What follows belongs to an exercise in optimizing a design on an open flow for small area; a production flow would make more cautious choices. Where RTL was checked, it was by simulation tests only, not by an equivalence proof against the original. Power is estimated from default activity; no workload was simulated.

## udp_plus_fix
module udp_plus_fix(
    input         clk,
    input         rst,
    input  [7:0]  data_in,
    input         valid_in,
    output        fix_packet_done_in,
    output        msg_valid,
    output        msg_type,
    output [47:0] symbol_id,
    output        side,
    output [63:0] price,
    output [63:0] quantity,
    output [31:0] order_id
    );
Size: ~1,800 cells after synthesis, ~400 flip-flops, about 220 I/O pins, about 19,000 sq um of cells after synthesis.
Settings: LEC_CHECK=0, CAP_MARGIN=20, CORE_MARGIN=2, CORE_UTILIZATION=40, CTS_CLUSTER_DIAMETER=90, CTS_CLUSTER_SIZE=32, SLEW_MARGIN=20; clock period 10.0 ns.
standard.sh (not shown) runs the stock make flow with config.mk's settings and CLKGATE_MAP_FILE= SYNTH_SCRIPT=/design/flow/synth_recipe.tcl, a recipe that flattens the netlist after the stock synthesis.
==> flow/flow/run.sh <==
#!/bin/bash
# The standard layout, with every port buffered by the smallest buffer
# (sky130_fd_sc_hd__buf_1) instead of the one buffer_ports picks by default.
set -euo pipefail
bash standard.sh "BUFFER_PORTS_ARGS=-buffer_cell sky130_fd_sc_hd__buf_1" finish > standard_flow.log 2>&1
Rerun with:
--- a/flow/config.mk
+++ b/flow/config.mk
@@ -9,5 +9,4 @@
 export CORE_MARGIN = 2
 export CORE_UTILIZATION = 40
-export CTS_CLUSTER_DIAMETER = 90
-export CTS_CLUSTER_SIZE = 32
+export CTS_CLUSTER_SIZE = 35
 export SLEW_MARGIN = 20
The changed run completed without violations. Total power went up by 24%. Clock skew shrinks by 0.031 ns. Non-clock buffer count is unchanged. Design area increases by 3.8%. Synthesized area is unchanged. Clock-buffer cell count came out higher by 25.

* * *

udp_plus_fix again, from the RTL that the note above started with.
## udp_plus_fix
module udp_plus_fix(
    input         clk,
    input         rst,
    input  [7:0]  data_in,
    input         valid_in,
    output        fix_packet_done_in,
    output        msg_valid,
    output        msg_type,
    output [47:0] symbol_id,
    output        side,
    output [63:0] price,
    output [63:0] quantity,
    output [31:0] order_id
    );
clock: 10.0 ns
lec_check: 0
abc_area: 1
cap_margin: 20
core_margin: 2
core_utilization: 65
cts_cluster_diameter: 100
cts_cluster_size: 25
slew_margin: 20
Scripts as last shown in full above: flow/flow/run.sh
The starting point completed with no timing, DRC or antenna violations.
==> next run, changes <==
ABC_AREA = unset   (was 1)
CORE_UTILIZATION = 40   (was 65)
CTS_CLUSTER_DIAMETER = unset   (was 100)
Total power came out higher by 17%.
Final cell count came out higher by 3.7%.
Setup slack loses 0.32 ns.
Utilization came out lower by 25 points.
Synthesized area barely changes.
Clock skew came out higher by 0.0065 ns.
Die area came out higher by 61%.
Global-route usage came out lower by 9.0 points.
Design area came out higher by 5.5%.
==> next run, changes <==
ABC_AREA = 1   (was unset)
CTS_CLUSTER_DIAMETER = 100   (was unset)
The changed run passed the timing, DRC and antenna checks. Hold slack gets better by 0.0060 ns. Non-clock buffer count stays the same. Area after synthesis hardly moves. Setup slack gets better by 0.30 ns. Combinational power came out higher to 3.5 times its value. Wire length came out higher by 0.71%. Global-route usage came out lower by 0.28 points. Total power came out lower by 14%. Clock skew came out lower by 0.0045 ns. Register-to-register slack gets better by 0.30 ns. Core utilization came out lower by 1.8 points.

* * *

udp_plus_fix, a different RTL version from the one above (not shown whole).
Size: roughly 400 flip-flops, ~18000 sq um of cells after synthesis.
// udp_plus_fix
module udp_plus_fix(
    input         clk,
    input         rst,
    input  [7:0]  data_in,
    input         valid_in,
    output        fix_packet_done_in,
    output        msg_valid,
    output        msg_type,
    output [47:0] symbol_id,
    output        side,
    output [63:0] price,
    output [63:0] quantity,
    output [31:0] order_id
    );
Settings: LEC_CHECK=0, CAP_MARGIN=20, CORE_MARGIN=2, CORE_UTILIZATION=40, SLEW_MARGIN=20; clock period 10.0 ns.
==> flow/flow/run.sh <==
#!/bin/bash
# The standard layout, with every port buffered by the smallest buffer
# (sky130_fd_sc_hd__buf_1) and clock tree synthesis without dummy loads.
set -euo pipefail
bash standard.sh "BUFFER_PORTS_ARGS=-buffer_cell sky130_fd_sc_hd__buf_1" \
  "CTS_ARGS=-sink_clustering_enable -repair_clock_nets -sink_clustering_size 18 -sink_clustering_max_diameter 75 -sink_clustering_buffer sky130_fd_sc_hd__clkbuf_8 -tree_buf sky130_fd_sc_hd__clkbuf_4 -dont_use_dummy_load" \
  finish > standard_flow.log 2>&1
The baseline passed the timing, DRC and antenna checks.
Next try:
==> flow/flow/run.sh (replaced) <==
#!/bin/bash
# The standard layout, with every port buffered by the smallest buffer
# (sky130_fd_sc_hd__buf_1) and clock tree synthesis without dummy loads.
set -euo pipefail
bash standard.sh "BUFFER_PORTS_ARGS=-buffer_cell sky130_fd_sc_hd__buf_1" \
  "CTS_ARGS=-sink_clustering_enable -repair_clock_nets -sink_clustering_size 25 -sink_clustering_max_diameter 100 -dont_use_dummy_load" \
  finish > standard_flow.log 2>&1
Result:
- The changed run passed the timing, DRC and antenna checks
- count of clock-buffer cells in the layout decreases by 8
- setup slack got worse by 0.0075 ns
- sequential share of layout area decreases by 0.26 points
- worst hold slack stays flat
- sequential cell count stays the same
- die area does not change
- clock skew decreases by 0.0080 ns
- sequential power hardly moves
- routed wire length is about the same
- total power increases by 2.1%
- synthesized cell count does not change
Next try:
==> flow/flow/run.sh (replaced) <==
#!/bin/bash
# The standard layout, with every port buffered by the smallest buffer
# (sky130_fd_sc_hd__buf_1) and clock tree synthesis without dummy loads.
set -euo pipefail
bash standard.sh "BUFFER_PORTS_ARGS=-buffer_cell sky130_fd_sc_hd__buf_1" \
  "CTS_ARGS=-sink_clustering_enable -repair_clock_nets -sink_clustering_size 16 -sink_clustering_max_diameter 70 -sink_clustering_buffer sky130_fd_sc_hd__clkbuf_8 -tree_buf sky130_fd_sc_hd__clkbuf_4 -root_buf sky130_fd_sc_hd__clkbuf_8 -dont_use_dummy_load" \
  finish > standard_flow.log 2>&1
=>
- The changed run went through all stages and came out clean
- design area is about the same
- area after synthesis stays the same
- via count grows slightly
- register-to-register slack loses 0.05 ns
- power shrinks slightly
- clock power shrinks by a few percent
- hold slack gains 0.018 ns
- global-route usage grows by 0.27 points
- clock-buffer cell count grows by 14
- utilization barely changes

* * *

udp_plus_fix, a different RTL version from the one above (not shown whole).
Size: roughly 1700 cells after synthesis, about 400 flip-flops, about 19000 um2 of cells after synthesis.
## udp_plus_fix
module udp_plus_fix(
    input         clk,
    input         rst,
    input  [7:0]  data_in,
    input         valid_in,
    output        fix_packet_done_in,
    output        msg_valid,
    output        msg_type,
    output [47:0] symbol_id,
    output        side,
    output [63:0] price,
    output [63:0] quantity,
    output [31:0] order_id
    );
==> flow/config.mk <==
export PLATFORM = sky130hd
export DESIGN_NAME = udp_plus_fix
export DESIGN_NICKNAME = udp_plus_fix
export VERILOG_FILES = /design/flow/design.v
export SDC_FILE = /design/flow/constraint.sdc
export NUM_CORES = 4
export LEC_CHECK = 0
export CAP_MARGIN = 20
export CORE_MARGIN = 2
export CORE_UTILIZATION = 40
export SLEW_MARGIN = 20
==> flow/constraint.sdc <==
create_clock -name core_clock -period 10.0 [get_ports {clk}]
set_input_delay 2.0000 -clock core_clock [delete_from_list [all_inputs] [get_ports {clk}]]
set_output_delay 2.0000 -clock core_clock [all_outputs]
set_load 0.01 [all_outputs]
==> flow/flow/run.sh <==
#!/bin/bash
# The standard layout, with every port buffered by the smallest buffer
# (sky130_fd_sc_hd__buf_1) instead of the one buffer_ports picks by default.
set -euo pipefail
bash standard.sh "BUFFER_PORTS_ARGS=-buffer_cell sky130_fd_sc_hd__buf_1" finish > standard_flow.log 2>&1
The starting point finished with timing, DRC and antenna clean.
Edit:
==> flow/run.sh (new file) <==
#!/bin/bash
# synth_recipe.tcl (not shown) runs the flow's synth.tcl, then flattens the netlist and writes it again
# the make line also repeats each setting of config.mk as NAME=value (left out here)
make -C /OpenROAD-flow-scripts/flow DESIGN_CONFIG=/design/flow/config.mk WORK_HOME=/design/flow/orfs CLKGATE_MAP_FILE= SYNTH_SCRIPT=/design/flow/synth_recipe.tcl finish
Settings changed: CTS_BUF_LIST set to sky130_fd_sc_hd__clkbuf_4, CTS_CLUSTER_SIZE set to 30.
removed: flow/flow/run.sh
removed: flow/standard.sh
Outcome: Critical path depth does not change. Die area is unchanged. Combinational power increases by about 3%.
No functional check of the RTL was part of any run of this note.

* * *

Another version of the RTL of udp_plus_fix (not shown whole).
Size in the first run: ~1,600 cells after synthesis, ~400 flip-flops, ~220 I/O pins, ~0.018 sq mm of cells after synthesis.
Settings: LEC_CHECK=0, CAP_MARGIN=20, CORE_MARGIN=2, CORE_UTILIZATION=40, SLEW_MARGIN=20; clock period 10.0 ns.
==> flow/flow/run.sh <==
#!/bin/bash
# The standard layout, with every port buffered by the smallest buffer
# (sky130_fd_sc_hd__buf_1) and clock tree synthesis without dummy loads.
set -euo pipefail
bash standard.sh "BUFFER_PORTS_ARGS=-buffer_cell sky130_fd_sc_hd__buf_1" \
  "CTS_ARGS=-sink_clustering_enable -repair_clock_nets -sink_clustering_size 30 -sink_clustering_max_diameter 110 -dont_use_dummy_load" \
  finish > standard_flow.log 2>&1
The first run completed with no timing, DRC or antenna violations.
Edit:
==> flow/flow/run.sh (replaced) <==
#!/bin/bash
# The standard layout, with every port buffered by the smallest buffer
# (sky130_fd_sc_hd__buf_1) and clock tree synthesis without dummy loads.
set -euo pipefail
bash standard.sh "BUFFER_PORTS_ARGS=-buffer_cell sky130_fd_sc_hd__buf_1" \
  "CTS_ARGS=-sink_clustering_enable -repair_clock_nets -sink_clustering_size 25 -sink_clustering_max_diameter 100 -dont_use_dummy_load" \
  finish > standard_flow.log 2>&1
Die area does not change.
Routed wire length increases by about 0.6%.
Sequential power is about the same.
Count of clock-buffer cells in the layout rises by 4.
Edit:
==> flow/flow/run.sh (replaced) <==
#!/bin/bash
# The standard layout, with every port buffered by the smallest buffer
# (sky130_fd_sc_hd__buf_1) and clock tree synthesis without dummy loads.
set -euo pipefail
bash standard.sh "BUFFER_PORTS_ARGS=-buffer_cell sky130_fd_sc_hd__buf_1" \
  "CTS_ARGS=-sink_clustering_enable -repair_clock_nets -sink_clustering_size 16 -sink_clustering_max_diameter 70 -sink_clustering_buffer sky130_fd_sc_hd__clkbuf_8 -dont_use_dummy_load" \
  finish > standard_flow.log 2>&1
Effect: The new run ran to the end with no violations. Worst hold slack improved by 0.0059 ns. Global-route usage rose by 0.22 points. Register-to-register slack hardly moves. Setup slack improved by 0.038 ns. Design area hardly moves. Sequential share of layout area stays flat. Final cell count rose slightly.

[afterwards: timing with drivers on the ports]
The flow's constraints put no driver on any port. The routed layouts listed below were extracted and timed again, unchanged, in two steps.
Step 1 sets driving cells, clkbuf_16 on the clock port and buf_2 on the other inputs (assumed; they add their load-dependent delay and slew).
Step 2, shift: input delay + t, output delay - t, t = (earliest + latest rising clock arrival at the registers) / 2. This alone moves slack from input paths to output paths.
Three values: no drivers, after step 1, after step 2; two values: the first two.
run | t (ns) | setup WS [ns] | latest minus earliest clock arrival (ns) | pins driven straight from the clock port
the first run of note 1 | 0.599 | 3.462 / 3.462 / 3.462 | 0.055 / 0.055 | 1
the second run of note 1 | 0.617 | 3.455 / 3.455 / 3.455 | 0.022 / 0.023 | 1
the first run of note 2 | 0.571 | 3.776 / 3.776 / 3.776 | 0.020 / 0.020 | 1
the second run of note 2 | 0.617 | 3.455 / 3.455 / 3.455 | 0.022 / 0.023 | 1
the third run of note 2 | 0.591 | 3.758 / 3.758 / 3.758 | 0.023 / 0.023 | 1
the first run of note 3 | 0.572 | 5.000 / 4.945 / 5.480 | 0.064 / 0.064 | 1
the second run of note 3 | 0.577 | 4.992 / 4.939 / 5.515 | 0.054 / 0.053 | 1
the third run of note 3 | 0.615 | 4.922 / 4.874 / 5.467 | 0.100 / 0.101 | 1
the first run of note 4 | 0.603 | 2.342 / 2.342 / 2.342 | 0.021 / 0.021 | 1
the second run of note 4 | 0.879 | 2.392 / 2.392 / 2.392 | 0.048 / 0.048 | 1
the first run of note 5 | 0.565 | 4.976 / 4.925 / 5.490 | 0.054 / 0.054 | 1
the second run of note 5 | 0.578 | 4.959 / 4.907 / 5.485 | 0.049 / 0.050 | 1
the third run of note 5 | 0.561 | 4.998 / 4.944 / 5.505 | 0.050 / 0.051 | 1
After both steps setup and hold are still met in every run listed.
